Context: an optimization exercise on an open-source flow, tuned for small area. The choices shown serve that exercise and are no tape-out recipe. Where RTL was checked, it was by simulation tests only, not by an equivalence proof against the original. The RTL of runs 1 to 3 and 5 was laid out without a check of its function. Power is estimated from default activity; no workload was simulated.

## flow/flow/run.sh

```bash
#!/bin/bash
# Standard layout, except that synthesis maps the logic with an area-oriented
# ABC script (flow/area.abc) instead of ORFS's speed script.  Everything else
# in synthesis is the standard flow's own script (synth_recipe.tcl), so the registers are
# the standard synthesis's.
set -euo pipefail
HERE=$(pwd)
{
  cat <<TCL
proc abc {args} {
  set i [lsearch -exact \$args -script]
  if {\$i >= 0} { lset args [expr {\$i + 1}] $HERE/flow/area.abc }
  yosys abc {*}\$args
}
TCL
  cat synth_recipe.tcl
} > area_synth.tcl
bash standard.sh SYNTH_SCRIPT=$HERE/area_synth.tcl finish > standard.log 2>&1
```

## flow/flow/area.abc

```
strash
ifraig
scorr
dc2
strash
dch -f
amap -m
```

## flow/standard.sh

```bash
#!/bin/bash
# synth_recipe.tcl (not shown) runs the flow's synth.tcl, then flattens the netlist and writes it again
# the make line also repeats each setting of config.mk as NAME=value (left out here)
make -C /OpenROAD-flow-scripts/flow DESIGN_CONFIG=/design/flow/config.mk WORK_HOME=/design/flow/orfs CLKGATE_MAP_FILE= SYNTH_SCRIPT=/design/flow/synth_recipe.tcl "${@:-finish}"
```

## flow/config.mk

```make
export PLATFORM = sky130hd
export DESIGN_NAME = uart_copro_top
export DESIGN_NICKNAME = uart_copro_top
export VERILOG_FILES = /design/flow/design.v
export SDC_FILE = /design/flow/constraint.sdc
export NUM_CORES = 4
export LEC_CHECK = 0
export CAP_MARGIN = 20
export CORE_MARGIN = 2
export CORE_UTILIZATION = 65
export CTS_BUF_LIST = sky130_fd_sc_hd__clkbuf_8
export CTS_CLUSTER_DIAMETER = 60
export CTS_CLUSTER_SIZE = 20
export SLEW_MARGIN = 20
```

## flow/constraint.sdc

```tcl
create_clock -name core_clock -period 10.0 [get_ports {clk}]
set_input_delay 2.0000 -clock core_clock [delete_from_list [all_inputs] [get_ports {clk}]]
set_output_delay 2.0000 -clock core_clock [all_outputs]
set_load 0.01 [all_outputs]
```

## flow/design.v

```verilog
module baud_rate_generator(
    input  clk,
    input  reset,
    output tick,
    output bc1
);
    reg [3:0] counter;
    assign bc1  = (counter == 4'd1);
    assign tick = counter[3] & counter[2] & counter[0];    
    always @(posedge clk)
        if (reset | tick) counter <= 4'd0;
        else              counter <= counter + 4'd1;
endmodule
module uart_copro_top(
    input  clk,
    input  reset,
    input  rx,
    output tx,
    input  [1:0] mode
);
    localparam [1:0] IDLE = 2'd0, START = 2'd1, DATA = 2'd2, STOP = 2'd3;
    wire tick, bc1;
    baud_rate_generator BAUD (.clk(clk), .reset(reset), .tick(tick), .bc1(bc1));
    reg [5:0] ph;
    always @(posedge clk) ph <= ph + 6'd1;
    wire ph63 = &ph;
    reg [1:0] rs;
    reg [3:0] rt;
    reg [6:0] w;         
    reg       rxb;       
    wire rt15 = &rt;
    wire rsample    = (rs == DATA) & tick & rt15;
    wire data_ready = (rs == STOP) & tick & rt15;
    wire [5:0] welem = w[6:1] ^ 6'h3C;    
    wire rwr = ((rs == STOP) | ((rs == DATA) & ~&w[2:0])) & (ph == welem);
    always @(posedge clk) begin
        case (rs)
            IDLE:  if (~rx) begin rs <= START; rt <= 4'd8; end
            START: if (tick) begin
                       if (rt15) begin rs <= DATA; rt <= 4'd0; end
                       else rt <= rt + 4'd1;
                   end
            DATA:  if (tick) begin
                       if (rt15) begin
                           rt <= 4'd0;
                           if (w[2:0] == 3'd6) rs <= STOP;
                       end else rt <= rt + 4'd1;
                   end
            STOP:  if (tick) begin
                       if (rt15) rs <= IDLE;
                       else rt <= rt + 4'd1;
                   end
        endcase
        if (rsample) rxb <= rx;
        if (reset) begin
            rs <= IDLE;
            w  <= 7'h7F;
        end else if (rsample) begin
            w  <= w + 7'd1;
        end
    end
    reg [1:0] sq;
    wire trig  = (sq == 2'd1) & bc1;
    wire cpend = (sq == 2'd3);
    wire act   = (sq == 2'd2);
    wire compl = data_ready & (&w);
    always @(posedge clk) begin
        sq[0] <= ~reset & ((~sq[1] & (sq[0] | compl)) | (sq[1] & sq[0] & ~ph63));
        sq[1] <= ~reset & ((sq[0] & (sq[1] | bc1)) | (sq[1] & ~sq[0] & ~ph63));
    end
    reg [63:0] A0, A1, B0, B1, C0, C1;
    reg [3:0]  X0, X1;
    reg cy, fv1, fv2;
    reg [1:0] mL;
    wire a0 = A0[0], a1 = A1[0];
    wire b0 = B0[0] & fv1, b1 = B1[0] & fv1;
    wire c0 = C0[0] & fv2, c1 = C1[0] & fv2;
    wire s0 = a0 ^ b0 ^ cy;
    wire k0 = (a0 & b0) | (cy & (a0 ^ b0));
    wire s1 = a1 ^ b1 ^ k0;
    wire k1 = (a1 & b1) | (k0 & (a1 ^ b1));
    wire r0 = mL[0] ? a0 : mL[1] ? c0 : s0;
    wire r1 = mL[0] ? a1 : mL[1] ? c1 : s1;
    wire slot0 = (ph[5:2] == 4'd0);
    wire wra = act & ~slot0;     
    wire wrx = act & slot0;      
    always @(posedge clk) begin
        A0 <= {(rwr & ~w[0]) ? rxb : A0[0], A0[63:61], wra ? r0 : A0[60], A0[59:1]};
        A1 <= {(rwr &  w[0]) ? rxb : A1[0], A1[63:61], wra ? r1 : A1[60], A1[59:1]};
        X0 <= {wrx ? r0 : X0[0], X0[3:1]};
        X1 <= {wrx ? r1 : X1[0], X1[3:1]};
        B0 <= {act ? A0[0] : B0[0], B0[63:1]};
        B1 <= {act ? A1[0] : B1[0], B1[63:1]};
        C0 <= {act ? B0[0] : C0[0], C0[63:1]};
        C1 <= {act ? B1[0] : C1[0], C1[63:1]};
        cy <= act & k1;
        if (trig) mL <= mode;
        if (reset) begin
            fv1 <= 1'b0;
            fv2 <= 1'b0;
        end else if (act & ph63) begin
            fv1 <= 1'b1;
            fv2 <= fv1;
        end
    end
    reg [4:0] pd;
    reg [1:0] ts;
    reg [3:0] tt;
    reg [2:0] nb;
    reg [3:0] D0, D1;    
    wire tt15 = &tt;
    wire tx_done  = (ts == STOP) & tick & tt15;
    wire tx_start = (ts == IDLE) & ~(pd[4] & ~pd[0]) & ~trig;
    wire fetch = (ts == START) & (pd[4] | (ph[5:2] == pd[3:0]));
    always @(posedge clk) begin
        if (reset) begin pd[4] <= 1'b1; pd[0] <= 1'b0; end
        else if (trig) pd <= 5'd14;
        else if (tx_done) pd <= pd - 5'd1;
        D0 <= {fetch ? (pd[4] ? X0[0] : A0[0]) : D0[0], D0[3:1]};
        D1 <= {fetch ? (pd[4] ? X1[0] : A1[0]) : D1[0], D1[3:1]};
        case (ts)
            IDLE:  if (tx_start) begin ts <= START; tt <= 4'd0; end
            START: if (tick) begin
                       if (tt15) begin ts <= DATA; tt <= 4'd0; nb <= 3'd0; end
                       else tt <= tt + 4'd1;
                   end
            DATA:  if (tick) begin
                       if (tt15) begin
                           tt <= 4'd0;
                           if (&nb) ts <= STOP; else nb <= nb + 3'd1;
                       end else tt <= tt + 4'd1;
                   end
            STOP:  if (tick) begin
                       if (tt15) ts <= IDLE;
                       else tt <= tt + 4'd1;
                   end
        endcase
        if (reset) ts <= IDLE;
    end
    wire [1:0] dst = nb[2:1] - ph[1:0];
    wire [3:0] dsel = nb[0] ? D1 : D0;
    assign tx = (ts == DATA) ? dsel[dst] : (ts != START);
endmodule
```

==> impl_results.rst, run 1 <==
.. list-table::
   :header-rows: 1

   * - Metric
     - Value
   * - Shortest clock period the worst path allows after layout
     - 4.42 ns
   * - Power share of the sequential group
     - 67.4%
   * - Max capacitance violation total
     - 0
   * - Maximum clock rate
     - 226 MHz
   * - Worst-path cell with the longest stage delay
     - sky130_fd_sc_hd__clkdlybuf4s50_1
   * - Top cell type's share of synthesized area
     - 81.2%
   * - Compound-Gate Fraction of Synth Area
     - 5.24%
   * - First-pass detailed-route iteration total
     - 4
   * - Total power divided by cell area
     - ~250 nW/um^2
   * - Reg-to-Reg End
     - w[5]$_SDFFE_PP1P_
   * - Clock transition at the registers of the reported paths
     - 0.11 ns
   * - Final standard cell count with taps included and fillers excluded
     - 958
   * - Number of rows in the core area
     - 46
   * - Maximum buffer depth of the clock tree
     - 3
   * - Global-route met3 utilization
     - 3.16%
   * - Sum of overflow across all layers after global routing
     - 0
   * - Final total power
     - 2770 uW
   * - Arithmetic-cell share of the synthesized area counting full adders, half adders and majority gates
     - 2.87%
   * - Setup Buffers After CTS
     - 0
   * - Final setup violation count
     - 0
   * - CTS Hold Buffers Added
     - 0
   * - Final-stage net count
     - about 770
   * - Crit. path cell count
     - 9
   * - Standard cell core area
     - 15900 sq um
   * - Sw Pwr
     - 617 uW
   * - Mux contribution to synthesized area
     - 0%
   * - Post-detailed-route count of antenna-violating nets
     - 0
   * - Yosys warning count
     - 2
   * - Worst min-delay path startpoint
     - B0[43]$_DFF_P_
   * - Startpoint of the most critical register-to-register path
     - BAUD.counter[0]$_SDFF_PP0_
   * - Worst hold slack
     - 0.330 ns
   * - Number of cells on the worst reg-to-reg path
     - 9
   * - Largest incremental delay on the critical path
     - 0.48 ns
   * - Endpoint of the worst hold path
     - B0[42]$_DFF_P_
   * - Port-buffer cells
     - 5
   * - Ranking of synthesized cells by area
     - sky130_fd_sc_hd__dfxtp_1 (81%), sky130_fd_sc_hd__edfxtp_1 (4.8%), sky130_fd_sc_hd__ha_1 (2.5%)
   * - Iteration-0 DRC count of the detailed router
     - 269
   * - Cell count after synthesis
     - 703
   * - Combinational share of power
     - 6.4%
   * - DRC errors left
     - 0
   * - Buffers & Inverters on Critical Path
     - 1
   * - Final critical-path share of the clock period
     - 44.2%
   * - Average detailed-routed wire length per instance
     - 13.3 um
   * - Mean instance size in the synthesized netlist
     - 15.0 sq um
   * - Number of antenna diodes
     - 0
   * - Count of different cell masters after synthesis
     - 32
   * - Worst hold path depth
     - 0
   * - Critical path peak fanout
     - 5
   * - H-tree level count
     - 1
   * - Count of vias placed by the detailed router
     - 4614
   * - Xor/xnor cell area share of the yosys netlist
     - 0%
   * - Total area of sequential cells
     - 9080 sq um
   * - Multi-input gate area
     - 1300 sq um
   * - Startpoint class of the critical path
     - register
   * - Simple-Gate Fraction of Synth Area
     - 4.23%
   * - Required arrival time at the worst endpoint
     - 8.00 ns
   * - Number of global-route vias before repair
     - 4545
   * - Starting Density
     - 66.4%
   * - Sequential share of the synthesized area
     - 86.1%
   * - Fill cell instance count of the final layout
     - 1072
   * - Relative slew slack
     - 61.6%
   * - Cell-internal power
     - 2150 uW
   * - Final hold viol count
     - 0
   * - CTS tree
     - yes
   * - Dominant combinational cell family by area after synthesis
     - compound AO/OA/AOI/OAI gates
   * - Post-route setup TNS
     - 0 ns
   * - Net count of the mapped netlist
     - between 700 and 800
   * - Total routed wirelength
     - 12700 um
   * - Die extent in y
     - 131 um
   * - Largest net degree at the start of global routing
     - 22
   * - GPL Wtd Cong
     - 0.773
   * - Number of instances resized during post-cts repair
     - 0
   * - Worst Setup End Kind
     - output pin
   * - Cts bufs inserted
     - 26
   * - Fraction of layout instances using a drive strength above 1
     - 4.04%
   * - Syn Std Cell Area
     - 10600 sq um
   * - Critical-path cell list
     - ha_1 > nor2_1 > a21oi_1 > nand2_1 > o21ai_0 > o311ai_0 > o211ai_1 > o21ai_0 > clkdlybuf4s50_1
   * - Setup CP Type
     - reg2out
   * - Unrepaired setup endpoints after global routing
     - false
   * - Number of clock sinks seen by CTS
     - between 400 and 500
   * - Met1 layer usage reported by global route
     - 23.2%
   * - Transition at the pin with the smallest max-transition slack
     - 0.575 ns
   * - Cell count after placement
     - 925
   * - I/O pin total
     - 6
   * - First-pass GRT wire length
     - approximately 22000 um
   * - Final core area utilization
     - 71.0%
   * - Insertion delay of the later-clocked pin in the worst-skew pair
     - around 0.58 ns
   * - Final slew viol count
     - 0
   * - Final clock skew
     - 0.0154 ns
   * - Tightest Hold Check Type
     - reg2reg
   * - Worst R2R Setup Slack
     - ~7.7 ns
   * - Arrival time of the worst setup path
     - 2.42 ns
   * - Flop and latch count out of synthesis
     - 445
   * - Ratio of routed vias to standard cells
     - 4.82
   * - Cell at the root of the clock tree
     - sky130_fd_sc_hd__clkbuf_8
   * - Initial antenna violation count
     - 0
   * - Largest delay contributor family on the critical path
     - compound AO/OA/AOI/OAI gates
   * - Die width
     - 131 um
   * - Peak-usage layer in the global routing report
     - met1
   * - GRT Resource Usage Total
     - between 15 and 20%
   * - Fraction of power spent switching nets
     - 22.3%
   * - Outcome
     - complete, no violations
   * - Area growth syn-to-layout
     - 6.91%
   * - Worst voltage drop across the vdd grid
     - 0.000182 V
   * - Final HPWL from detailed placement
     - 7620 um
   * - Area of the die
     - 17300 sq um
   * - Leakage power summed over all cells
     - between 0.004 and 0.005 uW
   * - Most frequent cell on the critical path
     - sky130_fd_sc_hd__o21ai_0
   * - Part of the total power dissipated in the clock network
     - between 20% and 30%
   * - GRT met2 Usage
     - between 20 and 25%
   * - Library cell occupying the most area in the post-synthesis netlist
     - sky130_fd_sc_hd__dfxtp_1
-- layout by cell type, fill, tap and decap left out, drive strengths merged, types with 4 or more instances in the layout --
cell type      Yosys  routed
a211oi             5       5
a21oi             27      27
a22oi              6       6
clkbuf             0      26
clkdlybuf4s50      0       5
clkinv            45      46
dfxtp            428     428
edfxtp            17      17
ha                21      21
inv                0       6
nand2             13      13
nand3              9       9
nor2              53      53
nor2b              7       7
nor3               9       9
nor4               4       4
o21ai             20      20
o22ai              9       9
-- per-layer routing --
metal  wire length, um  vias to the layer above
met4               363                        0
met2              5130                       68
met5                 0                        -
li1                  -                     2362
met1              6760                     2150
met3               483                       34
-- metrics by stage --
step / cell area, sq um / setup WS, ns
after CTS: 11300 / 5.54
after floorplan: 10600 / 6.73
after global routing: 11300 / 5.35
final: 11300 / 5.58
after global placement: 10900 / 6.21
after detailed placement: 10900 / 6.19
-- cells in the mapped netlist --
cell                        count
sky130_fd_sc_hd__a221oi_1       2
sky130_fd_sc_hd__dfxtp_1      428
sky130_fd_sc_hd__or2_0          1
sky130_fd_sc_hd__o21ai_0       20
sky130_fd_sc_hd__a211oi_1       5
sky130_fd_sc_hd__nor2b_1        7
sky130_fd_sc_hd__nand2_1       13
sky130_fd_sc_hd__o22ai_1        9
sky130_fd_sc_hd__a32oi_1        2
sky130_fd_sc_hd__ha_1          21
sky130_fd_sc_hd__nor3_1         9
sky130_fd_sc_hd__nor2_1        53
sky130_fd_sc_hd__clkinv_1      45
sky130_fd_sc_hd__o221ai_1       3
sky130_fd_sc_hd__nand3_1        9
sky130_fd_sc_hd__o21a_1         3
sky130_fd_sc_hd__o311ai_0       1
sky130_fd_sc_hd__a311o_1        1
sky130_fd_sc_hd__a22oi_1        6
sky130_fd_sc_hd__a2111oi_0      3
sky130_fd_sc_hd__and3_1         1
sky130_fd_sc_hd__nor4_1         4
sky130_fd_sc_hd__a21oi_1       27
sky130_fd_sc_hd__fa_1           2
sky130_fd_sc_hd__or4_1          2
sky130_fd_sc_hd__a21o_1         1
sky130_fd_sc_hd__o211ai_1       2
sky130_fd_sc_hd__edfxtp_1      17
sky130_fd_sc_hd__nand2b_1       1
sky130_fd_sc_hd__a31oi_1        3
sky130_fd_sc_hd__a41oi_1        1
sky130_fd_sc_hd__or3_1          1
-- cell families (layout without fill, tap and decap cells) --
kind of cell,count (synthesis),in the layout
buffers and inverters,45,84
adder cells (fa/ha/maj),23,23
flip-flops,445,445
AND/OR/NAND/NOR,101,101
AO/OA/AOI/OAI,89,89
-- registers in the layout (all words and copies together) (netlist names), 4 cells and up --
signal	flops
A0	64
A1	64
B0	64
B1	64
C0	64
C1	64
w	7
ph	6
pd	5
BAUD.counter	4
D0	4
D1	4
X0	4
X1	4
rt	4
tt	4
-- power by group through the flow --
stage                     registers (uW)  logic [uW]  clock network [uW]
after floorplan                     1900         130                   0
after global placement              1900         164                   0
after detailed placement            1910         177                   0
after CTS                           1870         178                 748
after global routing                1870         201                 813
final                               1870         178                 726
-- how the worst max path moves through the flow --
stage | start | endpoint | slack, ns
after floorplan | nb[1]$_SDFFCE_PN0P_ | tx | 6.73
after global placement | nb[1]$_SDFFCE_PN0P_ | tx | 6.21
after detailed placement | nb[1]$_SDFFCE_PN0P_ | tx | 6.19
after CTS | ph[0]$_DFF_P_ | tx | 5.54
after global routing | ph[0]$_DFF_P_ | tx | 5.35
final | ph[0]$_DFF_P_ | tx | 5.58
-- layout make-up --
| class | count | share of cell area, % |
|---|---|---|
| clock buffers | 26 | 3.17 |
| inverters | 45 | 1.50 |
| repair buffers | 6 | 0.510 |
| clock inverters | 7 | 0.388 |
| well taps | 216 | 2.40 |
| multi-input cells | 213 | 11.5 |
| flip-flops and latches | 445 | 80.5 |
==> inputs of run 2 (changes only) <==
--- a/flow/config.mk
+++ b/flow/config.mk
@@ -10,5 +10,5 @@
 export CORE_UTILIZATION = 65
 export CTS_BUF_LIST = sky130_fd_sc_hd__clkbuf_8
 export CTS_CLUSTER_DIAMETER = 60
-export CTS_CLUSTER_SIZE = 20
+export CTS_CLUSTER_SIZE = 18
 export SLEW_MARGIN = 20
==> run 2 against run 1 <==
  * Still clean
  * Power is 1.4% higher
  * Global-route usage is 0.073 points lower
  * Clock power is 5.5% higher
  * Clock skew is 0.013 ns higher
  * Worst setup slack worse by 0.0052 ns
  * Maximum frequency is 0.12% lower
  * Cell count is 0.31% higher
  * Final area is 0.42% higher
  * Sequential share of layout area is 0.34 points lower
  * Critical path type unchanged
==> impl_results.rst, run 2 <==
.. list-table::
   :header-rows: 1

   * - Metric
     - Value
   * - Fraction of layout instances using a drive strength above 1
     - 4.56% (+0.52 points)
   * - Final hold viol count
     - 0 (unchanged)
   * - Cell count after synthesis
     - 703 (unchanged)
   * - Die width
     - 131 um (unchanged)
   * - Worst min-delay path startpoint
     - A0[4]$_DFF_P_
   * - First-pass detailed-route iteration total
     - 4 (unchanged)
   * - Outcome
     - complete, no violations
   * - Standard cell core area
     - 15900 sq um (unchanged)
   * - Cell at the root of the clock tree
     - sky130_fd_sc_hd__clkbuf_8
   * - Ratio of routed vias to standard cells
     - 4.85 (+0.62%)
   * - GRT Resource Usage Total
     - 15.3% (-0.073 points)
   * - Worst voltage drop across the vdd grid
     - 0.000171 V (-5.8%)
   * - GPL Wtd Cong
     - 0.773 (unchanged)
   * - Required arrival time at the worst endpoint
     - 8.00 ns (about the same)
   * - Most frequent cells in the layout
     - sky130_fd_sc_hd__dfxtp_1 (428), sky130_fd_sc_hd__nor2_1 (53), sky130_fd_sc_hd__clkinv_1 (45)
   * - Final-stage net count
     - 768 (+0.39%)
   * - Number of global-route vias before repair
     - 4547 (+0.044%)
   * - Total power divided by cell area
     - 248 nW/um^2 (+1.0%)
   * - Post-route setup TNS
     - 0 ns (unchanged)
   * - Number of instances resized during post-cts repair
     - 0 (unchanged)
   * - Most frequent cell on the critical path
     - sky130_fd_sc_hd__o21ai_0
   * - Most frequent standard cell in the layout excluding fill and tap cells
     - sky130_fd_sc_hd__dfxtp_1
   * - Library cell occupying the most area in the post-synthesis netlist
     - sky130_fd_sc_hd__dfxtp_1
   * - First-pass GRT wire length
     - 21800 um (-0.22%)
   * - DRC errors left
     - 0 (unchanged)
   * - Number of cells on the worst reg-to-reg path
     - 9 (unchanged)
   * - Syn Std Cell Area
     - 10600 sq um (unchanged)
   * - Die extent in y
     - 131 um (unchanged)
   * - Count of different cell masters after synthesis
     - 32 (unchanged)
   * - Post-detailed-route count of antenna-violating nets
     - 0 (unchanged)
   * - Post-layout instance area
     - 11300 sq um (+0.42%)
   * - Fill cell instance count of the final layout
     - 1052 (-1.9%)
   * - H-tree level count
     - 1 (unchanged)
   * - Critical path peak fanout
     - 5 (unchanged)
   * - Average detailed-routed wire length per instance
     - 13.3 um (about the same)
   * - Iteration-0 DRC count of the detailed router
     - 259 (-3.7%)
   * - EDFF count, synth
     - 17 (unchanged)
   * - Worst hold path depth
     - 0 (unchanged)
   * - Final clock skew
     - 0.0280 ns (+0.0125 ns)
   * - Insertion delay of the later-clocked pin in the worst-skew pair
     - 0.59 ns (about the same)
   * - Startpoint class of the critical path
     - register
   * - Buffers & Inverters on Critical Path
     - 1 (unchanged)
   * - Shortest clock period the worst path allows after layout
     - 4.42 ns (+0.00518 ns)
   * - Net count of the mapped netlist
     - 731 (unchanged)
   * - Relative slew slack
     - 60.9% (-0.72 points)
   * - Reg-to-Reg End
     - w[5]$_SDFFE_PP1P_
   * - Cts bufs inserted
     - 29 (+12%)
   * - Maximum buffer depth of the clock tree
     - 3 (unchanged)
   * - CTS Hold Buffers Added
     - 0 (unchanged)
   * - Final slew viol count
     - 0 (unchanged)
   * - Area growth syn-to-layout
     - 7.36%
   * - Number of clock sinks seen by CTS
     - 445 (unchanged)
   * - Ranking of synthesized cells by area
     - sky130_fd_sc_hd__dfxtp_1 (81%), sky130_fd_sc_hd__edfxtp_1 (4.8%), sky130_fd_sc_hd__ha_1 (2.5%)
   * - Starting Density
     - 66.4% (unchanged)
   * - Largest delay contributor family on the critical path
     - compound AO/OA/AOI/OAI gates
   * - Number of antenna diodes
     - 0 (unchanged)
   * - Final critical-path share of the clock period
     - 44.2% (+0.052 points)
   * - Area of the die
     - 17300 sq um (unchanged)
   * - Final setup violation count
     - 0 (unchanged)
   * - Count of vias placed by the detailed router
     - 4657 (+0.93%)
   * - Tightest Hold Check Type
     - reg2reg
   * - Final HPWL from detailed placement
     - 7620 um (unchanged)
   * - Yosys warning count
     - 2 (unchanged)
   * - Unrepaired setup endpoints after global routing
     - false
   * - Sum of overflow across all layers after global routing
     - 0 (unchanged)
   * - Endpoint of the worst hold path
     - A0[3]$_DFF_P_
   * - Critical-path cell list
     - ha_1 > nor2_1 > a21oi_1 > nand2_1 > o21ai_0 > o311ai_0 > o211ai_1 > o21ai_0 > clkdlybuf4s50_1
   * - Maximum clock rate
     - 226 MHz (-0.12%)
   * - Worst Setup End Kind
     - output pin
   * - Setup Buffers After CTS
     - 0 (unchanged)
   * - Largest net degree at the start of global routing
     - 20 (-9.1%)
   * - Cell count after placement
     - 925 (unchanged)
   * - Flop and latch count out of synthesis
     - 445 (unchanged)
   * - Top post-synthesis cells by count
     - sky130_fd_sc_hd__dfxtp_1 (428), sky130_fd_sc_hd__nor2_1 (53), sky130_fd_sc_hd__clkinv_1 (45), sky130_fd_sc_hd__a21oi_1 (27), sky130_fd_sc_hd__ha_1 (21)
   * - Leakage power summed over all cells
     - 0.00440 uW (+0.53%)
   * - Worst Setup Slack post-DPL
     - 6.19 ns (unchanged)
   * - Setup CP Type
     - reg2out
   * - Initial antenna violation count
     - 0 (unchanged)
   * - Number of rows in the core area
     - 46 (unchanged)
   * - Startpoint of the most critical register-to-register path
     - BAUD.counter[0]$_SDFF_PP0_
   * - Final WS setup
     - 5.58 ns (-0.00518 ns)
   * - Sequential share of the synthesized area
     - 86.1% (unchanged)
   * - Clock transition at the registers of the reported paths
     - 0.11 ns (about the same)
   * - Transition at the pin with the smallest max-transition slack
     - 0.585 ns (+0.0107 ns)
   * - I/O pin total
     - 6 (unchanged)
   * - Max capacitance violation total
     - 0 (unchanged)
   * - Worst-path cell with the longest stage delay
     - sky130_fd_sc_hd__clkdlybuf4s50_1
   * - Worst R2R Setup Slack
     - 7.63 ns (-0.03 ns)
   * - Largest incremental delay on the critical path
     - 0.48 ns (about the same)
   * - CTS tree
     - yes
   * - Most common cell in the synthesized netlist
     - sky130_fd_sc_hd__dfxtp_1
   * - Ys async rst share
     - 0% (unchanged)
   * - Top cell type's share of synthesized area
     - 81.2% (unchanged)
   * - Port-buffer cells
     - 5 (unchanged)
   * - Final standard cell count with taps included and fillers excluded
     - 961 (+0.31%)
   * - Dominant register cell in the synthesized netlist
     - sky130_fd_sc_hd__dfxtp_1
   * - Placed cell area
     - 10900 sq um (unchanged)
   * - Arrival time of the worst setup path
     - 2.42 ns (about the same)
   * - Total routed wirelength
     - 12800 um (+0.34%)
   * - Mean instance size in the synthesized netlist
     - 15.0 sq um (unchanged)
## run 2: cell counts after synthesis
No cell type changed its count.
## run 2: layout make-up
type | count | area (sq um) | area share [%]
timing repair buffer | 6 | 57.6 | 0.508
inverter | 45 | 169 | 1.49
tap | 216 | 270 | 2.39
clock buffer | 29 | 399 | 3.52
multi-input combinational | 213 | 1300 | 11.5
clock inverter | 7 | 50.0 | 0.442
sequential | 445 | 9080 | 80.2
## run 2: worst max path at each step
| stage | cells after the start | start | slack [ns] | end |
|---|---|---|---|---|
| after global routing | 9 | ph[0]$_DFF_P_ | 5.35 | tx |
| after detailed placement | 6 | nb[1]$_SDFFCE_PN0P_ | 6.19 | tx |
| after global placement | 9 | nb[1]$_SDFFCE_PN0P_ | 6.21 | tx |
| final | 9 | ph[0]$_DFF_P_ | 5.58 | tx |
| after CTS | 9 | ph[0]$_DFF_P_ | 5.53 | tx |
| after floorplan | 9 | nb[1]$_SDFFCE_PN0P_ | 6.73 | tx |
## run 2: metrics by stage
| stage | total power [uW] | utilization (%) | hold WS, ns |
|---|---|---|---|
| 2_1_floorplan | 2030 | - | 0.310 |
| 3_3_place_gp | 2070 | 68.5 | 0.310 |
| 3_5_place_dp | 2080 | 68.5 | 0.312 |
| 4_1_cts | 2840 | 71.3 | 0.313 |
| 5_1_grt | 2930 | 71.3 | 0.326 |
| 6_report | 2810 | 71.3 | 0.328 |
## run 2: cells by family (layout without fill, tap and decap cells)
group	after synthesis	count (layout)	synth area share (%)
DFF	445	445	86.1
and+or+nand+nor	101	101	4.23
AOI/OAI and AO/OA	89	89	5.24
buffers and inverters	45	87	1.60
adders and majority gates	23	23	2.87
## run 2: power by group
part	internal (uW)	switching (uW)
Sequential	1840	29.5
Combinational	72.1	106
Clock	271	494
Total	2180	630
## run 2: per-layer routing
layer	up-vias	GRT usage (%)	part of all wire, %
met1	2194	23.2	53
met4	0	5.01	2.3
li1	2367	-	-
met2	70	21.9	41
met3	26	3.28	3.8
met5	-	0	0
==> inputs of run 3 (changes only) <==
--- a/flow/design.v
+++ b/flow/design.v
@@ -35,9 +35,9 @@
     wire rwr = ((rs == STOP) | ((rs == DATA) & ~&w[2:0])) & (ph == welem);
     always @(posedge clk) begin
         case (rs)
-            IDLE:  if (~rx) begin rs <= START; rt <= 4'd8; end
+            IDLE:  if (~rx) begin rs <= START; rt <= 4'd0; end
             START: if (tick) begin
-                       if (rt15) begin rs <= DATA; rt <= 4'd0; end
+                       if (rt == 4'd7) begin rs <= DATA; rt <= 4'd0; end
                        else rt <= rt + 4'd1;
                    end
             DATA:  if (tick) begin
--- a/flow/config.mk
+++ b/flow/config.mk
@@ -10,5 +10,5 @@
 export CORE_UTILIZATION = 65
 export CTS_BUF_LIST = sky130_fd_sc_hd__clkbuf_8
 export CTS_CLUSTER_DIAMETER = 60
-export CTS_CLUSTER_SIZE = 18
+export CTS_CLUSTER_SIZE = 16
 export SLEW_MARGIN = 20
==> run 3 against run 2 <==
  * Maximum frequency is 0.97% lower
  * Clock skew increased by 0.0052 ns
  * Power is 0.84% higher
  * Core utilization grew 0.69 points
  * Critical path depth shrank 2
  * Routed wire length increased by 2.6%
  * Clock power up 8.7%
==> impl_results.rst, run 3 <==
.. list-table::
   :header-rows: 1

   * - Metric
     - Value
   * - First-pass GRT wire length
     - 22300 um (+2.4%)
   * - Die extent in y
     - 132 um (+0.13%)
   * - First-pass detailed-route iteration total
     - 4 (unchanged)
   * - CTS Hold Buffers Added
     - 0 (unchanged)
   * - Final hold viol count
     - 0 (unchanged)
   * - Tightest Hold Check Type
     - reg2reg
   * - Leakage power summed over all cells
     - 0.00445 uW (+1.3%)
   * - Most common cell in the synthesized netlist
     - sky130_fd_sc_hd__dfxtp_1
   * - Startpoint class of the critical path
     - register
   * - Cell at the root of the clock tree
     - sky130_fd_sc_hd__clkbuf_8
   * - Setup Buffers After CTS
     - 0 (unchanged)
   * - Ratio of routed vias to standard cells
     - 4.79 (-1.2%)
   * - Unrepaired setup endpoints after global routing
     - false
   * - Starting Density
     - 66.6% (+0.17 points)
   * - Final-stage net count
     - 781 (+1.7%)
   * - Insertion delay of the later-clocked pin in the worst-skew pair
     - 0.53 ns (-0.06 ns)
   * - Global-route met3 utilization
     - 3.51% (+0.23 points)
   * - Cell count after placement
     - 933 (+0.86%)
   * - Number of global-route vias before repair
     - 4654 (+2.4%)
   * - Syn Std Cell Area
     - 10600 sq um (+0.26%)
   * - Peak-usage layer in the global routing report
     - met1
   * - GPL Wtd Cong
     - 0.840 (+8.7%)
   * - Largest net degree at the start of global routing
     - 18 (-10%)
   * - Critical path peak fanout
     - 4 (-1)
   * - Relative slew slack
     - 36.0% (-25 points)
   * - CTS tree
     - yes
   * - Fraction of layout instances using a drive strength above 1
     - 5.26% (+0.70 points)
   * - Post-route setup TNS
     - 0 ns (unchanged)
   * - Post-detailed-route count of antenna-violating nets
     - 0 (unchanged)
   * - Final slew viol count
     - 0 (unchanged)
   * - Area growth syn-to-layout
     - 8.13%
   * - Most frequent cells in the layout
     - sky130_fd_sc_hd__dfxtp_1 (428), sky130_fd_sc_hd__clkinv_1 (51), sky130_fd_sc_hd__nor2_1 (51)
   * - H-tree level count
     - 2 (+1)
   * - Final clock skew
     - 0.0332 ns (+0.00523 ns)
   * - Cts bufs inserted
     - 34 (+17%)
   * - Worst hold path depth
     - 0 (unchanged)
   * - Arrival time of the worst setup path
     - 2.46 ns (+0.04 ns)
   * - Worst R2R Setup Slack
     - 7.29 ns (-0.34 ns)
   * - Required arrival time at the worst endpoint
     - 8.00 ns (about the same)
   * - Standard cell core area
     - 15900 sq um (unchanged)
   * - Clock transition at the registers of the reported paths
     - 0.09 ns (-0.02 ns)
   * - Ys async rst share
     - 0% (unchanged)
   * - Outcome
     - complete, no violations
   * - Final setup violation count
     - 0 (unchanged)
   * - Library cell occupying the most area in the post-synthesis netlist
     - sky130_fd_sc_hd__dfxtp_1
   * - Final standard cell count with taps included and fillers excluded
     - 976 (+1.6%)
   * - Port-buffer cells
     - 5 (unchanged)
   * - Dominant register cell in the synthesized netlist
     - sky130_fd_sc_hd__dfxtp_1
   * - Top cell type's share of synthesized area
     - 81.0% (-0.21 points)
   * - Number of cells on the worst reg-to-reg path
     - 11 (+2)
   * - Met1 layer usage reported by global route
     - 23.9% (+0.71 points)
   * - Count of different cell masters after synthesis
     - 29 (-9.4%)
   * - Initial antenna violation count
     - 0 (unchanged)
   * - Worst Setup Slack post-DPL
     - 6.09 ns (-0.101 ns)
   * - Maximum buffer depth of the clock tree
     - 3 (unchanged)
   * - Number of instances resized during post-cts repair
     - 0 (unchanged)
   * - Area of the die
     - 17300 sq um (+0.25%)
   * - EDFF count, synth
     - 17 (unchanged)
   * - Yosys warning count
     - 2 (unchanged)
   * - Number of rows in the core area
     - 46 (unchanged)
   * - Max capacitance violation total
     - 0 (unchanged)
   * - Average detailed-routed wire length per instance
     - 13.4 um (+1.0%)
   * - Total routed wirelength
     - 13100 um (+2.6%)
   * - Sum of overflow across all layers after global routing
     - 0 (unchanged)
   * - Iteration-0 DRC count of the detailed router
     - 235 (-9.3%)
   * - Die width
     - 132 um (+0.13%)
   * - Final critical-path share of the clock period
     - 44.6% (+0.43 points)
   * - Top post-synthesis cells by count
     - sky130_fd_sc_hd__dfxtp_1 (428), sky130_fd_sc_hd__clkinv_1 (51), sky130_fd_sc_hd__nor2_1 (51), sky130_fd_sc_hd__a21oi_1 (26), sky130_fd_sc_hd__o21ai_0 (24)
   * - Flop and latch count out of synthesis
     - 445 (unchanged)
   * - Cell count after synthesis
     - 712 (+1.3%)
   * - Final WS setup
     - 5.54 ns (-0.0435 ns)
   * - Number of antenna diodes
     - 0 (unchanged)
   * - Ranking of synthesized cells by area
     - sky130_fd_sc_hd__dfxtp_1 (81%), sky130_fd_sc_hd__edfxtp_1 (4.8%), sky130_fd_sc_hd__ha_1 (2.5%)
   * - GRT Resource Usage Total
     - 15.9% (+0.64 points)
   * - I/O pin total
     - 6 (unchanged)
   * - Shortest clock period the worst path allows after layout
     - 4.46 ns (+0.0435 ns)
   * - DRC errors left
     - 0 (unchanged)
   * - Worst voltage drop across the vdd grid
     - 0.000183 V (+6.6%)
   * - Startpoint of the most critical register-to-register path
     - rt[0]$_DFFE_PP_
   * - Launch point of the worst path
     - nb[1]$_SDFFCE_PN0P_
   * - Transition at the pin with the smallest max-transition slack
     - 0.958 ns (+0.373 ns)
   * - Total power divided by cell area
     - 248 nW/um^2 (-0.13%)
   * - Number of clock sinks seen by CTS
     - 445 (unchanged)
   * - Worst min-delay path startpoint
     - B0[4]$_DFF_P_
   * - Final HPWL from detailed placement
     - 7800 um (+2.3%)
   * - Sequential share of the synthesized area
     - 85.8% (-0.22 points)
   * - GRT met2 Usage
     - 22.5% (+0.52 points)
   * - Worst Setup End Kind
     - output pin
   * - Mean instance size in the synthesized netlist
     - 14.9 sq um (-1.0%)
   * - Setup CP Type
     - reg2out
   * - Most frequent standard cell in the layout excluding fill and tap cells
     - sky130_fd_sc_hd__dfxtp_1
   * - Count of vias placed by the detailed router
     - 4675 (+0.39%)
   * - Net count of the mapped netlist
     - 740 (+1.2%)
   * - Maximum clock rate
     - 224 MHz (-0.97%)
[run 3: cell types whose count changed after synthesis, moves of 3 or more]
cell,before,now
sky130_fd_sc_hd__clkinv_1,45,51
sky130_fd_sc_hd__o22ai_1,9,14
sky130_fd_sc_hd__o21ai_0,20,24
sky130_fd_sc_hd__nor3_1,9,12
[run 3: logic make-up after synthesis]
| kind of cell | Yosys count | share of synthesized area, % |
|---|---|---|
| buffers and inverters | 51 | 1.81 |
| adders and majority gates | 23 | 2.86 |
| DFF | 445 | 85.8 |
| AOI/OAI and AO/OA | 94 | 5.43 |
| and+or+nand+nor | 99 | 4.07 |
[run 3: worst paths after layout]
check,end
min,B0[3]$_DFF_P_
max,tx
max reg2reg,w[5]$_SDFFE_PP1P_
min reg2reg,B0[3]$_DFF_P_
[run 3: layer usage]
layer  part of all wire [%]  vias up
met2                     41       70
met4                    2.3        0
met3                    3.3       29
li1                       -     2412
met5                      0        -
met1                     54     2164
[run 3: power breakdown]
group | internal [uW] | total (uW) | leakage (uW) | switching, uW
logic | 54.9 | 142 | 0.000546 | 86.9
clock network | 326 | 833 | 0.000289 | 507
registers | 1830 | 1860 | 0.00362 | 27.2
[run 3: per-stage QoR]
stage	utilization, %	power (uW)	cell area (sq um)	hold WS (ns)
6_report	72.0	2830	11400	0.319
5_1_grt	72.0	2950	11400	0.327
4_1_cts	72.0	2860	11400	0.320
3_5_place_dp	68.6	2040	10900	0.312
3_3_place_gp	68.6	2030	10900	0.310
2_1_floorplan	-	2000	10600	0.310
[run 3: critical path: stages (launching register included)]
cell and delay [ns]:
sky130_fd_sc_hd__edfxtp_1 0.37, sky130_fd_sc_hd__clkinv_1 0.07, sky130_fd_sc_hd__ha_1 0.32, sky130_fd_sc_hd__a221oi_1 0.22, sky130_fd_sc_hd__a21oi_1 0.07, sky130_fd_sc_hd__or2_0 0.20
sky130_fd_sc_hd__a31o_1 0.21, sky130_fd_sc_hd__clkdlybuf4s50_1 0.47
[run 3: cell type report]
type | instances | area, sq um
multi-input combinational | 216 | 1310
clock buffer | 35 | 482
tap | 216 | 270
timing repair buffer | 5 | 50.0
fill | 1044 | 4450
clock inverter | 8 | 56.3
sequential | 445 | 9080
inverter | 51 | 191
==> inputs of run 4 (changes only) <==
--- a/flow/design.v
+++ b/flow/design.v
@@ -59,18 +59,13 @@
             w  <= w + 7'd1;
         end
     end
-    reg [1:0] sq;
-    wire trig  = (sq == 2'd1) & bc1;
-    wire cpend = (sq == 2'd3);
-    wire act   = (sq == 2'd2);
-    wire compl = data_ready & (&w);
-    always @(posedge clk) begin
-        sq[0] <= ~reset & ((~sq[1] & (sq[0] | compl)) | (sq[1] & sq[0] & ~ph63));
-        sq[1] <= ~reset & ((sq[0] & (sq[1] | bc1)) | (sq[1] & ~sq[0] & ~ph63));
-    end
+    reg cflag;
+    wire trig = cflag & bc1;
+    always @(posedge clk)
+        cflag <= ~reset & ((data_ready & (&w)) | (cflag & ~bc1));
     reg [63:0] A0, A1, B0, B1, C0, C1;
     reg [3:0]  X0, X1;
-    reg cy, fv1, fv2;
+    reg cpend, act, cy, fv1, fv2;
     reg [1:0] mL;
     wire a0 = A0[0], a1 = A1[0];
     wire b0 = B0[0] & fv1, b1 = B1[0] & fv1;
@@ -95,6 +90,8 @@
         C1 <= {act ? B1[0] : C1[0], C1[63:1]};
         cy <= act & k1;
         if (trig) mL <= mode;
+        cpend <= ~reset & (trig | (cpend & ~ph63));
+        act   <= ~reset & ((act & ~ph63) | (cpend & ph63));
         if (reset) begin
             fv1 <= 1'b0;
             fv2 <= 1'b0;
==> run 4 against run 3 <==
  * Via count shrank 0.77%
  * Combinational power shrank 6%
  * Core utilization shrank 0.19 points
  * Critical path depth is the same
  * Register-to-register slack lost 0.02 ns
  * Non-clock buffer count is the same
  * Largest cell class unchanged
  * Highest routed layer unchanged
  * Area after synthesis is essentially flat
  * Worst setup slack gained 0.0040 ns
  * Sequential share of layout area grew 0.38 points
  * Sequential power is essentially flat
==> impl_results.rst, run 4 <==
.. list-table::
   :header-rows: 1

   * - Metric
     - Value
   * - Outcome
     - complete, no violations
   * - Total power divided by cell area
     - 247 nW/um^2 (-0.26%)
   * - Final HPWL from detailed placement
     - 7740 um (-0.68%)
   * - Final slew viol count
     - 0 (unchanged)
   * - Total routed wirelength
     - 12900 um (-1.8%)
   * - Top post-synthesis cells by count
     - sky130_fd_sc_hd__dfxtp_1 (429), sky130_fd_sc_hd__clkinv_1 (50), sky130_fd_sc_hd__nor2_1 (45), sky130_fd_sc_hd__a21oi_1 (24), sky130_fd_sc_hd__o21ai_0 (21)
   * - Area growth syn-to-layout
     - 7.94%
   * - Unrepaired setup endpoints after global routing
     - false
   * - Cts bufs inserted
     - 34 (unchanged)
   * - Mean instance size in the synthesized netlist
     - 15.0 sq um (+1.0%)
   * - Largest delay contributor family on the critical path
     - buffers and inverters
   * - I/O pin total
     - 6 (unchanged)
   * - Post-detailed-route count of antenna-violating nets
     - 0 (unchanged)
   * - Cell count after synthesis
     - 704 (-1.1%)
   * - Arrival time of the worst setup path
     - 2.46 ns (about the same)
   * - H-tree level count
     - 2 (unchanged)
   * - Required arrival time at the worst endpoint
     - 8.00 ns (about the same)
   * - Setup Buffers After CTS
     - 0 (unchanged)
   * - Sum of overflow across all layers after global routing
     - 0 (unchanged)
   * - Largest net degree at the start of global routing
     - 18 (unchanged)
   * - Worst voltage drop across the vdd grid
     - 0.000175 V (-4.3%)
   * - Worst Setup End Kind
     - output pin
   * - Worst R2R Setup Slack
     - 7.27 ns (-0.02 ns)
   * - Number of rows in the core area
     - 46 (unchanged)
   * - Cell-internal power
     - 2210 uW (-0.16%)
   * - Mux contribution to synthesized area
     - 0% (unchanged)
   * - Part of the total power dissipated in the clock network
     - 29.2% (-0.2 points)
   * - Relative slew slack
     - 24.4% (-12 points)
   * - Sequential share of the synthesized area
     - 86.1% (+0.27 points)
   * - Clock transition at the registers of the reported paths
     - 0.09 ns (about the same)
   * - Ys async rst share
     - 0% (unchanged)
   * - Insertion delay of the later-clocked pin in the worst-skew pair
     - 0.53 ns (about the same)
   * - Critical path peak fanout
     - 4 (unchanged)
   * - Area of the die
     - 17300 sq um (about the same)
   * - Count of vias placed by the detailed router
     - 4639 (-0.77%)
   * - CTS tree
     - yes
   * - Number of instances resized during post-cts repair
     - 0 (unchanged)
   * - Initial antenna violation count
     - 0 (unchanged)
   * - DRC errors left
     - 0 (unchanged)
   * - Number of clock sinks seen by CTS
     - 446 (+0.22%)
   * - GPL Wtd Cong
     - 0.810 (-3.6%)
   * - Setup CP Type
     - reg2out
   * - Yosys warning count
     - 2 (unchanged)
   * - Maximum clock rate
     - 224 MHz (about the same)
   * - Dominant register cell in the synthesized netlist
     - sky130_fd_sc_hd__dfxtp_1
   * - Shortest clock period the worst path allows after layout
     - 4.46 ns (-0.00400 ns)
   * - Compound-Gate Fraction of Synth Area
     - 5.51% (+0.076 points)
   * - Final critical-path share of the clock period
     - 44.6% (about the same)
   * - Fraction of layout instances using a drive strength above 1
     - 5.20% (-0.063 points)
   * - Port-buffer cells
     - 5 (unchanged)
   * - First-pass detailed-route iteration total
     - 5 (+1)
   * - Final-stage net count
     - 772 (-1.2%)
   * - Worst hold slack
     - 0.324 ns (+0.00504 ns)
   * - Transition at the pin with the smallest max-transition slack
     - 1.11 ns (+0.147 ns)
   * - Top cell type's share of synthesized area
     - 81.3% (+0.27 points)
   * - Worst-path cell with the longest stage delay
     - sky130_fd_sc_hd__clkdlybuf4s50_1
   * - Count of different cell masters after synthesis
     - 31 (+6.9%)
   * - First-pass GRT wire length
     - 21800 um (-2.4%)
   * - Arithmetic-cell share of the synthesized area counting full adders, half adders and majority gates
     - 2.75% (-0.12 points)
   * - Leakage power summed over all cells
     - 0.00443 uW (-0.48%)
   * - Most common cell in the synthesized netlist
     - sky130_fd_sc_hd__dfxtp_1
   * - Maximum buffer depth of the clock tree
     - 3 (unchanged)
   * - Die extent in y
     - 132 um (about the same)
   * - Number of antenna diodes
     - 0 (unchanged)
   * - EDFF count, synth
     - 17 (unchanged)
   * - Final setup violation count
     - 0 (unchanged)
   * - Net count of the mapped netlist
     - 731 (-1.2%)
   * - Max capacitance violation total
     - 0 (unchanged)
   * - Ranking of synthesized cells by area
     - sky130_fd_sc_hd__dfxtp_1 (81%), sky130_fd_sc_hd__edfxtp_1 (4.8%), sky130_fd_sc_hd__ha_1 (2.4%)
   * - Buffers & Inverters on Critical Path
     - 2 (unchanged)
   * - GRT Resource Usage Total
     - 15.6% (-0.29 points)
   * - Combinational share of power
     - 4.7% (-0.3 points)
   * - Number of global-route vias before repair
     - 4536 (-2.5%)
   * - CTS Hold Buffers Added
     - 0 (unchanged)
   * - Starting Density
     - 66.5% (about the same)
   * - Iteration-0 DRC count of the detailed router
     - 222 (-5.5%)
   * - Tightest Hold Check Type
     - reg2reg
   * - Sw Pwr
     - 610 uW (-1.8%)
   * - Average detailed-routed wire length per instance
     - 13.3 um (-0.77%)
   * - Final clock skew
     - 0.0191 ns (-0.0141 ns)
   * - Fraction of power spent switching nets
     - 21.6% (-0.28 points)
   * - Xor/xnor cell area share of the yosys netlist
     - 0% (unchanged)
   * - Startpoint class of the critical path
     - register
   * - Simple-Gate Fraction of Synth Area
     - 3.87% (-0.20 points)
   * - Most frequent cells in the layout
     - sky130_fd_sc_hd__dfxtp_1 (429), sky130_fd_sc_hd__clkinv_1 (50), sky130_fd_sc_hd__nor2_1 (45)
   * - Post-route setup TNS
     - 0 ns (unchanged)
   * - Most frequent standard cell in the layout excluding fill and tap cells
     - sky130_fd_sc_hd__dfxtp_1
   * - Flop and latch count out of synthesis
     - 446 (+0.22%)
   * - Ratio of routed vias to standard cells
     - 4.80 (+0.26%)
   * - Final hold viol count
     - 0 (unchanged)
   * - Library cell occupying the most area in the post-synthesis netlist
     - sky130_fd_sc_hd__dfxtp_1
   * - Cell at the root of the clock tree
     - sky130_fd_sc_hd__clkbuf_8
   * - Dominant combinational cell family by area after synthesis
     - compound AO/OA/AOI/OAI gates
   * - Critical-path cell list
     - clkinv_1 > ha_1 > a221oi_1 > a21oi_1 > or2_0 > a31o_1 > clkdlybuf4s50_1
   * - Standard cell core area
     - 15900 sq um (unchanged)
   * - Syn Std Cell Area
     - 10600 sq um (about the same)
   * - Largest incremental delay on the critical path
     - 0.47 ns (about the same)
   * - Power share of the sequential group
     - 66.0% (+0.4 points)
   * - Die width
     - 132 um (about the same)
==> run 4: logic make-up (layout without fill, tap and decap cells) <==
group                    count (synthesis)  count (layout)
AO/OA/AOI/OAI                           93              93
flip-flops                             446             446
buffers and inverters                   50              96
adder cells (fa/ha/maj)                 22              22
AND/OR/NAND/NOR                         93              93
==> run 4: final cells by class <==
class | instances | area [sq um]
inverter | 50 | 188
fill | 1051 | 4480
multi-input combinational | 208 | 1280
timing repair buffer | 5 | 50.0
sequential | 446 | 9100
clock buffer | 35 | 482
tap | 216 | 270
clock inverter | 6 | 37.5
==> run 4: worst paths after layout <==
| kind | start | end | cells after the start |
|---|---|---|---|
| setup / recovery | nb[1]$_SDFFCE_PN0P_ | tx | 7 |
| hold reg to reg | C1[41]$_DFF_P_ | C1[40]$_DFF_P_ | 0 |
| setup reg to reg | rt[0]$_DFFE_PP_ | w[5]$_SDFFE_PP1P_ | 11 |
| hold / removal | C1[41]$_DFF_P_ | C1[40]$_DFF_P_ | 0 |
==> run 4: through the flow <==
stage	utilization (%)	setup WS (ns)	power, uW	cell area (sq um)	cells
after CTS	71.8	5.49	2850	11400	966
after floorplan	-	6.63	1990	10600	704
after global placement	68.5	6.13	2020	10900	925
final	71.8	5.54	2820	11400	966
after global routing	71.8	5.40	2940	11400	966
after detailed placement	68.5	6.09	2030	10900	925
==> run 4: per-layer routing <==
layer	part of all wire, %	routed length, um	vias to the layer above	track usage [%]
met5	0	0	-	0
met4	2.8	361	0	7.07
met3	3.8	485	34	3.70
met2	41	5230	77	21.6
met1	53	6810	2137	23.4
li1	-	-	2391	-
==> run 4: power groups by stage <==
| stage | combinational [uW] | sequential, uW | clock, uW |
|---|---|---|---|
| floorplan | 102 | 1890 | 0 |
| global placement | 125 | 1900 | 0 |
| detailed placement | 132 | 1900 | 0 |
| CTS | 133 | 1860 | 852 |
| global route | 150 | 1870 | 919 |
| finish | 134 | 1860 | 824 |
==> inputs of run 5 (changes only) <==
==> flow/design.v (replaced) <==
module baud_rate_generator(
    input  clk,
    input  reset,
    output tick,
    output bc1
);
    reg [3:0] counter;
    assign bc1  = (counter == 4'd1);
    assign tick = counter[3] & counter[2] & counter[0];    
    always @(posedge clk)
        if (reset | tick) counter <= 4'd0;
        else              counter <= counter + 4'd1;
endmodule
module uart_copro_top(
    input  clk,
    input  reset,
    input  rx,
    output tx,
    input  [1:0] mode
);
    localparam [1:0] IDLE = 2'd0, START = 2'd1, DATA = 2'd2, STOP = 2'd3;
    wire tick, bc1;
    baud_rate_generator BAUD (.clk(clk), .reset(reset), .tick(tick), .bc1(bc1));
    reg [5:0] ph;
    always @(posedge clk) ph <= ph + 6'd1;
    wire ph63 = &ph;
    reg [7:0] q;
    reg [3:0] cc;        
    reg       rxb;       
    wire rsample    = tick & (&q[3:0]) & (q[7] ? ~&q[6:4] : &q[6:4]);
    wire data_ready = tick & (&q);
    wire [5:0] welem = {~cc, q[6:5]};    
    wire rwr = q[7] & (ph == welem);
    always @(posedge clk) begin
        if (reset) q <= 8'd0;
        else if (q == 8'd0) begin if (~rx) q <= 8'd104; end
        else if (tick) q <= q + 8'd1;
        if (rsample) rxb <= rx;
        if (reset) cc <= 4'd0;
        else if (data_ready) cc <= cc + 4'd1;
    end
    reg [1:0] sq;
    wire trig  = (sq == 2'd1) & bc1;
    wire cpend = (sq == 2'd3);
    wire act   = (sq == 2'd2);
    wire compl = data_ready & (&cc);
    always @(posedge clk) begin
        sq[0] <= ~reset & ((~sq[1] & (sq[0] | compl)) | (sq[1] & sq[0] & ~ph63));
        sq[1] <= ~reset & ((sq[0] & (sq[1] | bc1)) | (sq[1] & ~sq[0] & ~ph63));
    end
    reg [63:0] A0, A1, B0, B1, C0, C1;
    reg [3:0]  X0, X1;
    reg cy, fv1, fv2;
    reg [1:0] mL;
    wire a0 = A0[0], a1 = A1[0];
    wire b0 = B0[0] & fv1, b1 = B1[0] & fv1;
    wire c0 = C0[0] & fv2, c1 = C1[0] & fv2;
    wire s0 = a0 ^ b0 ^ cy;
    wire k0 = (a0 & b0) | (cy & (a0 ^ b0));
    wire s1 = a1 ^ b1 ^ k0;
    wire k1 = (a1 & b1) | (k0 & (a1 ^ b1));
    wire r0 = mL[0] ? a0 : mL[1] ? c0 : s0;
    wire r1 = mL[0] ? a1 : mL[1] ? c1 : s1;
    wire slot0 = (ph[5:2] == 4'd0);
    wire wra = act & ~slot0;     
    wire wrx = act & slot0;      
    always @(posedge clk) begin
        A0 <= {(rwr & ~q[4]) ? rxb : A0[0], A0[63:61], wra ? r0 : A0[60], A0[59:1]};
        A1 <= {(rwr &  q[4]) ? rxb : A1[0], A1[63:61], wra ? r1 : A1[60], A1[59:1]};
        X0 <= {wrx ? r0 : X0[0], X0[3:1]};
        X1 <= {wrx ? r1 : X1[0], X1[3:1]};
        B0 <= {act ? A0[0] : B0[0], B0[63:1]};
        B1 <= {act ? A1[0] : B1[0], B1[63:1]};
        C0 <= {act ? B0[0] : C0[0], C0[63:1]};
        C1 <= {act ? B1[0] : C1[0], C1[63:1]};
        cy <= act & k1;
        if (trig) mL <= mode;
        if (reset) begin
            fv1 <= 1'b0;
            fv2 <= 1'b0;
        end else if (act & ph63) begin
            fv1 <= 1'b1;
            fv2 <= fv1;
        end
    end
    reg [4:0] pd;
    reg [8:0] u;
    reg [3:0] D0, D1;    
    wire tidle    = (u[8:4] == 5'd0);
    wire tstart   = ~u[8] & (u[7:4] == 4'd7);
    wire tdata    = ~u[8] & u[7];
    wire tx_done  = tick & u[8] & (&u[3:0]);
    wire tx_start = tidle & ~(pd[4] & ~pd[0]) & ~trig;
    wire fetch = tstart & (pd[4] | (ph[5:2] == pd[3:0]));
    always @(posedge clk) begin
        if (reset) begin pd[4] <= 1'b1; pd[0] <= 1'b0; end
        else if (trig) pd <= 5'd14;
        else if (tx_done) pd <= pd - 5'd1;
        D0 <= {fetch ? (pd[4] ? X0[0] : A0[0]) : D0[0], D0[3:1]};
        D1 <= {fetch ? (pd[4] ? X1[0] : A1[0]) : D1[0], D1[3:1]};
        if (reset | tx_done) u <= 9'd0;
        else if (tidle) begin if (tx_start) u <= 9'h070; end
        else if (tick) u <= u + 9'd1;
    end
    wire [1:0] dst = u[6:5] - ph[1:0];
    wire [3:0] dsel = u[4] ? D1 : D0;
    assign tx = tdata ? dsel[dst] : ~tstart;
endmodule
--- a/flow/config.mk
+++ b/flow/config.mk
@@ -10,5 +10,5 @@
 export CORE_UTILIZATION = 65
 export CTS_BUF_LIST = sky130_fd_sc_hd__clkbuf_8
 export CTS_CLUSTER_DIAMETER = 60
-export CTS_CLUSTER_SIZE = 16
+export CTS_CLUSTER_SIZE = 18
 export SLEW_MARGIN = 20
==> run 5 against run 4 <==
  * Non-clock buffer count did not move
  * Power fell by 11%
  * Sequential share of layout area rose by 1.5 points
  * Sequential power fell by 4%
  * Worst hold slack got worse by 0.0056 ns
  * Final area fell by 3.5%
  * Highest routed layer unchanged
  * Clock power fell by 12%
  * Register-to-register slack got worse by 0.42 ns
  * Area after synthesis fell by 2.7%
  * Still clean
  * Clock skew rose by 0.0028 ns
==> impl_results.rst, run 5 <==
.. list-table::
   :header-rows: 1

   * - Metric
     - Value
   * - Worst R2R Setup Slack
     - 6.85 ns (-0.42 ns)
   * - Maximum buffer depth of the clock tree
     - 3 (unchanged)
   * - Ratio of routed vias to standard cells
     - 4.77 (-0.68%)
   * - Ys async rst share
     - 0% (unchanged)
   * - Cell count after synthesis
     - 692 (-1.7%)
   * - GPL Wtd Cong
     - 0.767 (-5.3%)
   * - Yosys warning count
     - 2 (unchanged)
   * - Maximum clock rate
     - 219 MHz (-2.2%)
   * - Post-detailed-route count of antenna-violating nets
     - 0 (unchanged)
   * - Arithmetic-cell share of the synthesized area counting full adders, half adders and majority gates
     - 1.48% (-1.3 points)
   * - Number of antenna diodes
     - 0 (unchanged)
   * - Top post-synthesis cells by count
     - sky130_fd_sc_hd__dfxtp_1 (438), sky130_fd_sc_hd__nor2_1 (53), sky130_fd_sc_hd__clkinv_1 (46), sky130_fd_sc_hd__nand2_1 (27), sky130_fd_sc_hd__o21ai_0 (17)
   * - Syn Std Cell Area
     - 10300 sq um (-2.7%)
   * - Required arrival time at the worst endpoint
     - 8.00 ns (about the same)
   * - CTS Hold Buffers Added
     - 0 (unchanged)
   * - Top cell type's share of synthesized area
     - 85.3% (+4.0 points)
   * - Final HPWL from detailed placement
     - 7750 um (about the same)
   * - Final WS setup
     - 5.44 ns (-0.0987 ns)
   * - Number of global-route vias before repair
     - 4627 (+2.0%)
   * - Number of instances resized during post-cts repair
     - 0 (unchanged)
   * - Mux contribution to synthesized area
     - 0% (unchanged)
   * - Die extent in y
     - 130 um (-1.3%)
   * - Area of the die
     - 16800 sq um (-2.6%)
   * - Largest net degree at the start of global routing
     - 20 (+2)
   * - Worst voltage drop across the vdd grid
     - 0.000153 V (-13%)
   * - Average detailed-routed wire length per instance
     - 13.3 um (-0.13%)
   * - Number of clock sinks seen by CTS
     - 444 (-0.45%)
   * - Library cell occupying the most area in the post-synthesis netlist
     - sky130_fd_sc_hd__dfxtp_1
   * - Setup Buffers After CTS
     - 0 (unchanged)
   * - Final standard cell count with taps included and fillers excluded
     - 941 (-2.6%)
   * - Cts bufs inserted
     - 28 (-18%)
   * - Relative slew slack
     - 55.9% (+31 points)
   * - Max capacitance violation total
     - 0 (unchanged)
   * - I/O pin total
     - 6 (unchanged)
   * - Iteration-0 DRC count of the detailed router
     - 240 (+8.1%)
   * - Number of rows in the core area
     - 45 (-2.2%)
   * - Most frequent standard cell in the layout excluding fill and tap cells
     - sky130_fd_sc_hd__dfxtp_1
   * - Critical path peak fanout
     - 4 (unchanged)
   * - Insertion delay of the later-clocked pin in the worst-skew pair
     - 0.56 ns (+0.03 ns)
   * - Worst Setup Slack post-DPL
     - 5.51 ns (-0.579 ns)
   * - Cell count after placement
     - 908 (-1.8%)
   * - Unrepaired setup endpoints after global routing
     - false
   * - Leakage power summed over all cells
     - 0.00420 uW (-5.2%)
   * - Total routed wirelength
     - 12500 um (-2.7%)
   * - GRT Resource Usage Total
     - 16.2% (+0.60 points)
   * - First-pass GRT wire length
     - 21700 um (-0.57%)
   * - Final clock skew
     - 0.0219 ns (+0.00282 ns)
   * - H-tree level count
     - 1 (-1)
   * - Dominant combinational cell family by area after synthesis
     - compound AO/OA/AOI/OAI gates
   * - Die width
     - 130 um (-1.3%)
   * - Net count of the mapped netlist
     - 708 (-3.1%)
   * - Fraction of layout instances using a drive strength above 1
     - 4.25% (-0.95 points)
   * - Initial antenna violation count
     - 0 (unchanged)
   * - DRC errors left
     - 0 (unchanged)
   * - Port-buffer cells
     - 5 (unchanged)
   * - Count of different cell masters after synthesis
     - 35 (+13%)
   * - Final critical-path share of the clock period
     - 45.6% (+0.99 points)
   * - Transition at the pin with the smallest max-transition slack
     - 0.659 ns (-0.446 ns)
   * - Final slew viol count
     - 0 (unchanged)
   * - Shortest clock period the worst path allows after layout
     - 4.56 ns (+0.0987 ns)
   * - Cell at the root of the clock tree
     - sky130_fd_sc_hd__clkbuf_8
   * - Dominant register cell in the synthesized netlist
     - sky130_fd_sc_hd__dfxtp_1
   * - Fill cell instance count of the final layout
     - 1008 (-4.1%)
   * - Flop and latch count out of synthesis
     - 444 (-0.45%)
   * - Startpoint class of the critical path
     - register
   * - Area growth syn-to-layout
     - 7.11%
   * - First-pass detailed-route iteration total
     - 4 (-1)
   * - Standard cell core area
     - 15300 sq um (-3.6%)
   * - Mean instance size in the synthesized netlist
     - 14.9 sq um (-1.0%)
   * - Ranking of synthesized cells by area
     - sky130_fd_sc_hd__dfxtp_1 (85%), sky130_fd_sc_hd__nor2_1 (1.9%), sky130_fd_sc_hd__edfxtp_1 (1.8%)
   * - Outcome
     - complete, no violations
   * - Total power divided by cell area
     - 229 nW/um^2 (-7.4%)
   * - Post-route setup TNS
     - 0 ns (unchanged)
   * - Starting Density
     - 67.1% (+0.61 points)
   * - Sequential share of the synthesized area
     - 87.0% (+0.94 points)
   * - Worst Setup End Kind
     - output pin
   * - Compound-Gate Fraction of Synth Area
     - 5.17% (-0.33 points)
   * - Most common cell in the synthesized netlist
     - sky130_fd_sc_hd__dfxtp_1
   * - Simple-Gate Fraction of Synth Area
     - 4.62% (+0.75 points)
   * - Tightest Hold Check Type
     - reg2reg
   * - Most frequent cells in the layout
     - sky130_fd_sc_hd__dfxtp_1 (438), sky130_fd_sc_hd__nor2_1 (53), sky130_fd_sc_hd__clkinv_1 (46)
   * - Sum of overflow across all layers after global routing
     - 0 (unchanged)
   * - CTS tree
     - yes
   * - Count of vias placed by the detailed router
     - 4488 (-3.3%)
   * - Xor/xnor cell area share of the yosys netlist
     - 0% (unchanged)
   * - Final core area utilization
     - 71.9% (+0.094 points)
   * - EDFF count, synth
     - 6 (-11)
   * - Final setup violation count
     - 0 (unchanged)
   * - Final-stage net count
     - 743 (-3.8%)
   * - Setup CP Type
     - reg2out
   * - Arrival time of the worst setup path
     - 2.56 ns (+0.10 ns)
   * - Clock transition at the registers of the reported paths
     - 0.11 ns (+0.02 ns)
   * - Final hold viol count
     - 0 (unchanged)
-- run 5: stage by stage --
| stage | hold slack [ns] | power [uW] | area [sq um] |
|---|---|---|---|
| after floorplan | 0.310 | 1830 | 10300 |
| final | 0.319 | 2520 | 11000 |
| after global routing | 0.326 | 2620 | 11000 |
| after detailed placement | 0.312 | 1830 | 10600 |
| after CTS | 0.323 | 2550 | 11000 |
| after global placement | 0.310 | 1830 | 10600 |
-- run 5: cells by family after synthesis --
logic type	after synthesis
AO/OA/AOI/OAI	81
flip-flops	444
buffers and inverters	46
adder cells (fa/ha/maj)	11
AND/OR/NAND/NOR	110
-- run 5: power breakdown --
group	total, uW	internal (uW)	switching (uW)
registers	1780	1770	3.74
logic	13.5	5.39	8.07
clock network	729	263	466
total	2520	2040	478
-- run 5: routing by layer --
metal	share of wire (%)	GRT usage, %
met2	42	24.8
met1	51	23.3
met3	3.6	3.24
met5	0	0
met4	3.0	6.01
-- run 5: cell type report --
class | instances | area (sq um) | area share (%)
well taps | 211 | 264 | 2.40
multi-input cells | 202 | 1160 | 10.5
repair buffers | 5 | 50.0 | 0.454
clock buffers | 29 | 399 | 3.62
flip-flops and latches | 444 | 8950 | 81.3
clock inverters | 4 | 17.5 | 0.159
inverters | 46 | 173 | 1.57
-- run 5: worst paths after layout --
path	from	to	cells after the start
worst max-delay path	u[5]$_SDFFE_PP0P_	tx	10
worst min-delay path	X1[1]$_DFF_P_	X1[0]$_DFF_P_	0
worst max register to register	q[0]$_SDFFE_PP0P_	cc[3]$_SDFFE_PP0P_	15
worst min register to register	X1[1]$_DFF_P_	X1[0]$_DFF_P_	0
-- run 5: critical path, stage by stage (launching register included) --
cell and delay [ns]:
sky130_fd_sc_hd__dfxtp_1 0.39, sky130_fd_sc_hd__clkinv_1 0.09, sky130_fd_sc_hd__ha_1 0.20, sky130_fd_sc_hd__a21oi_1 0.19, sky130_fd_sc_hd__nor2_1 0.06, sky130_fd_sc_hd__a21oi_1 0.15, sky130_fd_sc_hd__nor2_1 0.07, sky130_fd_sc_hd__a31oi_1 0.16
sky130_fd_sc_hd__nor3b_1 0.07, sky130_fd_sc_hd__nor2_1 0.09, sky130_fd_sc_hd__clkdlybuf4s50_1 0.54

-- separate check: timing with driven ports --
How much do the figures lean on ideal ports? The routed layouts below were timed once more, with nothing changed but the port constraints. Step 1 assumes that a clkbuf_16 drives the clock port and a buf_2 every other input. Step 2 moves the port delays by t, midway between the first and last clock arrival at a register: inputs arrive t later, outputs are due t later. That takes back most of the time a late clock gives input paths. a / b / c = ideal / step 1 / step 2; a / b = the first two.
| run | shift t [ns] | setup slack, ns | hold WS [ns] | latest minus earliest clock arrival (ns) |
|---|---|---|---|---|
| run 1 | 0.605 | 5.584 / 5.546 / 6.151 | 0.330 / 0.330 / 0.330 | 0.016 / 0.017 |
| run 2 | 0.611 | 5.579 / 5.541 / 6.152 | 0.328 / 0.328 / 0.328 | 0.028 / 0.028 |
| run 3 | 0.553 | 5.536 / 5.497 / 6.050 | 0.319 / 0.319 / 0.319 | 0.037 / 0.038 |
| run 4 | 0.555 | 5.540 / 5.504 / 6.060 | 0.324 / 0.324 / 0.324 | 0.019 / 0.019 |
| run 5 | 0.589 | 5.441 / 5.405 / 5.445 | 0.319 / 0.319 / 0.319 | 0.023 / 0.022 |
After both steps every run listed still meets setup and hold.
